Source: an optimization exercise on an open RTL-to-GDS flow (aim: small area, a short achievable clock period and few clock cycles per item). Production flows keep margins and buffers that such runs may drop. RTL that was checked went through simulation tests only; none was proved equivalent to the original. No activity file was given, so power comes from the tool's default toggle rates.

== v6 ==
==> flow/design.v (excerpt) <==
module k_nn #(
    parameter NUMBER_ELEMENTS = 6,
    parameter DATA_WIDTH = 32,
    parameter CLASS_WIDTH = 8,
    parameter NS = 5
)(
    input  wire                     clk,
    input  wire                     rst,  
    output reg                      m_axis_tvalid,
    input  wire                     m_axis_tready,
    output wire [DATA_WIDTH-1:0]    m_axis_tdata,
    output reg                      m_axis_tlast,
    input  wire                     s_axis_tvalid,
    output wire                     s_axis_tready,
    input  wire [DATA_WIDTH-1:0]    s_axis_tdata,
    input  wire                     s_axis_tlast,
    output wire [DATA_WIDTH-1:0]    distance_result
);
For scale: roughly 3700 cells after synthesis, roughly 43000 um2 of cells after synthesis.
==> module k_nn, before the edit <==
module k_nn #(
    parameter NUMBER_ELEMENTS = 6,
    parameter DATA_WIDTH = 32,
    parameter CLASS_WIDTH = 8,
    parameter NS = 5
)(
    input  wire                     clk,
    input  wire                     rst,  
    output reg                      m_axis_tvalid,
    input  wire                     m_axis_tready,
    output wire [DATA_WIDTH-1:0]    m_axis_tdata,
    output reg                      m_axis_tlast,
    input  wire                     s_axis_tvalid,
    output wire                     s_axis_tready,
    input  wire [DATA_WIDTH-1:0]    s_axis_tdata,
    input  wire                     s_axis_tlast,
    output wire [DATA_WIDTH-1:0]    distance_result
);
    function [NS-1:0] rot (input [NS-1:0] p);
        rot = {p[NS-2:0], p[NS-1]};
    endfunction
    wire        p_v;
    wire [16:0] p_d;
    reg  [16:0] m_d;
    reg  [5:0]  ko;           
    wire        out_free = !m_axis_tvalid || m_axis_tready;
    wire        commit   = p_v && out_free;
    wire        flush    = p_v && !out_free;
    always @(posedge clk) begin
        if (!rst)
            m_axis_tvalid <= 1'b0;
        else if (out_free)
            m_axis_tvalid <= p_v;
    end
    always @(posedge clk) begin
        if (commit) begin
            m_d          <= p_d;
            m_axis_tlast <= ko[5];
        end
    end
    assign m_axis_tdata = {{(DATA_WIDTH-17){1'b0}}, m_d};
    reg  [31:0] slot [0:NS-1];
    reg  [NS-1:0] wr, com, iss;
    reg  [2:0]  ia, used;
    reg  [5:0]  ik;
    reg         s_rdy;
    reg  [31:0] cur;
    integer c;
    always @(*) begin
        cur = 32'd0;
        for (c = 0; c < NS; c = c + 1)
            cur = cur | ({32{iss[c]}} & slot[c]);
    end
    wire        accept   = s_axis_tvalid && s_rdy;
    wire        can_iss  = ia < used;
    wire        issue    = can_iss && !flush;
    wire        q_done   = commit && ko[5];
    reg  [NS-1:0] iss_n;
    reg  [2:0]  ia_n, used_n;
    reg  [5:0]  ik_n;
    always @(*) begin
        iss_n  = iss;
        ia_n   = ia;
        ik_n   = ik;
        if (flush) begin
            iss_n = com;
            ia_n  = 3'd0;
            ik_n  = ko;
        end else begin
            if (issue) begin
                if (ik[5]) begin
                    iss_n = rot(iss);
                    ia_n  = ia + 3'd1;
                    ik_n  = 6'b000001;
                end else begin
                    ik_n  = {ik[4:0], 1'b0};
                end
            end
            if (q_done)
                ia_n = ia_n - 3'd1;
        end
        used_n = used + {2'b00, accept} - {2'b00, q_done};
    end
    always @(posedge clk) begin
        if (!rst) begin
            wr    <= {{(NS-1){1'b0}}, 1'b1};
            com   <= {{(NS-1){1'b0}}, 1'b1};
            iss   <= {{(NS-1){1'b0}}, 1'b1};
            ia    <= 3'd0;
            used  <= 3'd0;
            ik    <= 6'b000001;
            ko    <= 6'b000001;
            s_rdy <= 1'b0;
        end else begin
            if (accept)
                wr <= rot(wr);
            if (q_done)
                com <= rot(com);
            if (commit)
                ko <= {ko[4:0], ko[5]};
            iss   <= iss_n;
            ia    <= ia_n;
            ik    <= ik_n;
            used  <= used_n;
            s_rdy <= q_done || (accept ? (used < NS-1) : (used < NS));
        end
    end
    assign s_axis_tready = s_rdy;
    integer i;
    always @(posedge clk) begin
        for (i = 0; i < NS; i = i + 1)
            if (s_rdy && wr[i])
                slot[i] <= s_axis_tdata;
    end
    wire        sq_v;
    wire [32:0] sum_sq;
    knn_distance dist_calc (
        .clk(clk), .rst(rst), .flush(flush),
        .vin(issue), .k(ik), .qx(cur[15:0]), .qy(cur[31:16]),
        .vout(sq_v), .sum_sq(sum_sq)
    );
    knn_sqrt_pipeline sqrt_calc (
        .clk(clk), .rst(rst), .flush(flush),
        .vin(sq_v), .data_in(sum_sq),
        .vout(p_v), .data_out(p_d)
    );
    reg  [16:0] nd, sd;
    reg  [1:0]  cnt;
    wire        lt_n = p_d < nd;
    wire        lt_s = p_d < sd;
    always @(posedge clk) begin
        if (commit) begin
            if (ko[0]) begin
                nd  <= p_d;
                sd  <= 17'h1ffff;
                cnt <= 2'd0;
            end else if (ko[1] || ko[2]) begin
                if (lt_n) begin
                    nd <= p_d;
                    sd <= nd;
                end else if (lt_s) begin
                    sd <= p_d;
                end
            end else begin
                if (lt_n)
                    nd <= p_d;
                if (lt_s)
                    cnt <= cnt + 2'd1;
            end
        end
    end
    assign distance_result = {{(CLASS_WIDTH-1){1'b0}}, cnt[1],
                              {(DATA_WIDTH-CLASS_WIDTH-17){1'b0}}, nd};
endmodule
clock: 9.0 ns
lec_check: 0
abc_clock_period_in_ps: 1900
cap_margin: 20
core_margin: 2
core_utilization: 40
cts_cluster_diameter: 120
cts_cluster_size: 26
slew_margin: 20
standard.sh (not shown) runs the stock make flow with config.mk's settings and CLKGATE_MAP_FILE= SYNTH_SCRIPT=/design/flow/synth_recipe.tcl, a recipe that flattens the netlist after the stock synthesis.
==> flow/flow/run.sh <==
#!/bin/bash
# Standard ORFS layout (the standard.sh, unchanged synthesis), with the
# resizer's setup repair aimed below the 9 ns clock: repair_timing keeps
# working until setup slack reaches SETUP_SLACK_MARGIN.
set -euo pipefail
bash standard.sh SETUP_SLACK_MARGIN=${MARGIN:-5.9} finish > standard.log 2>&1
Testbench counts of v6, summed over its fixed seeds: cycles 7,840, queries 1,280.
For v33, these inputs were changed with respect to v6:
diff --git a/flow/design.v b/flow/design.v
--- a/flow/design.v
+++ b/flow/design.v
@@ -1899,6 +1899,6 @@
     output wire [DATA_WIDTH-1:0]    distance_result
 );
-    function [NS-1:0] rot (input [NS-1:0] p);
-        rot = {p[NS-2:0], p[NS-1]};
+    function [2:0] inc (input [2:0] p);
+        inc = (p == NS-1) ? 3'd0 : p + 3'd1;
     endfunction
     wire        p_v;
@@ -1923,21 +1923,13 @@
     assign m_axis_tdata = {{(DATA_WIDTH-17){1'b0}}, m_d};
     reg  [31:0] slot [0:NS-1];
-    reg  [NS-1:0] wr, com, iss;
-    reg  [2:0]  ia, used;
+    reg  [2:0]  wr, com, iss, ia, used;
     reg  [5:0]  ik;
     reg         s_rdy;
-    reg  [31:0] cur;
-    integer c;
-    always @(*) begin
-        cur = 32'd0;
-        for (c = 0; c < NS; c = c + 1)
-            cur = cur | ({32{iss[c]}} & slot[c]);
-    end
+    wire [31:0] cur = slot[iss];
     wire        accept   = s_axis_tvalid && s_rdy;
     wire        can_iss  = ia < used;
     wire        issue    = can_iss && !flush;
     wire        q_done   = commit && ko[5];
-    reg  [NS-1:0] iss_n;
-    reg  [2:0]  ia_n, used_n;
+    reg  [2:0]  iss_n, ia_n, used_n;
     reg  [5:0]  ik_n;
     always @(*) begin
@@ -1952,5 +1944,5 @@
             if (issue) begin
                 if (ik[5]) begin
-                    iss_n = rot(iss);
+                    iss_n = inc(iss);
                     ia_n  = ia + 3'd1;
                     ik_n  = 6'b000001;
@@ -1966,7 +1958,7 @@
     always @(posedge clk) begin
         if (!rst) begin
-            wr    <= {{(NS-1){1'b0}}, 1'b1};
-            com   <= {{(NS-1){1'b0}}, 1'b1};
-            iss   <= {{(NS-1){1'b0}}, 1'b1};
+            wr    <= 3'd0;
+            com   <= 3'd0;
+            iss   <= 3'd0;
             ia    <= 3'd0;
             used  <= 3'd0;
@@ -1976,7 +1968,7 @@
         end else begin
             if (accept)
-                wr <= rot(wr);
+                wr <= inc(wr);
             if (q_done)
-                com <= rot(com);
+                com <= inc(com);
             if (commit)
                 ko <= {ko[4:0], ko[5]};
@@ -1992,5 +1984,5 @@
     always @(posedge clk) begin
         for (i = 0; i < NS; i = i + 1)
-            if (s_rdy && wr[i])
+            if (s_rdy && wr == i)
                 slot[i] <= s_axis_tdata;
     end
v33 ended up with a lower mean instance size in the synthesized netlist than v6 did. Flip-flop and latch count after synthesis, v33 and v6: smaller value in v33. Post-placement worst setup slack on v33 is down relative to v6. Against v6 as the reference, v33 delivers a higher power consumption. v33 against v6: distinct cell type count after synthesis has decreased, worst endpoint required time has increased, share of the core filled with cells has increased, final non-filler cell total has increased, number of non-clock buffers has increased. Row largest fanout on the critical path: v33 lower / v6 higher. Run comparison: v33 critical path start-end classification flop to flop; v6 critical path start-end classification input pin to flop. Looking at worst setup slack, v33 sits 0.49 ns below v6. Global-route usage: v6 vs v33, no meaningful difference. Comparing v33 and v6, the lower critical path depth is on v6. Maximum frequency (v33 vs. v6) decreases by more than 10%.
Only the layout flow was run in v33; the RTL was not checked for function there.

-- port drivers added, routing unchanged --
The results above use ideal ports. As a check the final layouts listed here were re-extracted and re-timed, cells and wires unchanged. Step 1 (the two cells are an assumption about what drives the block):
set clk [get_ports {clk}]
set_driving_cell -lib_cell sky130_fd_sc_hd__clkbuf_16 $clk
set_driving_cell -lib_cell sky130_fd_sc_hd__buf_2 [delete_from_list [all_inputs] $clk]
Step 2 also shifts input and output timing later by t, the mid clock arrival at the registers, as if the neighbouring blocks saw the same clock. Three values: no drivers, after step 1, after step 2; two values: the first two.
run | t, ns | slack for setup (ns) | latest minus earliest clock arrival (ns)
v6 | 0.684 | 5.936 / 5.898 / 5.297 | 0.033 / 0.033
v33 | 0.692 | 5.443 / 5.443 / 5.312 | 0.060 / 0.059
After both steps every run listed still meets setup and hold. The setup slack of v6, which loses most, moves by -0.038 ns with the drivers and by -0.639 ns with both steps.
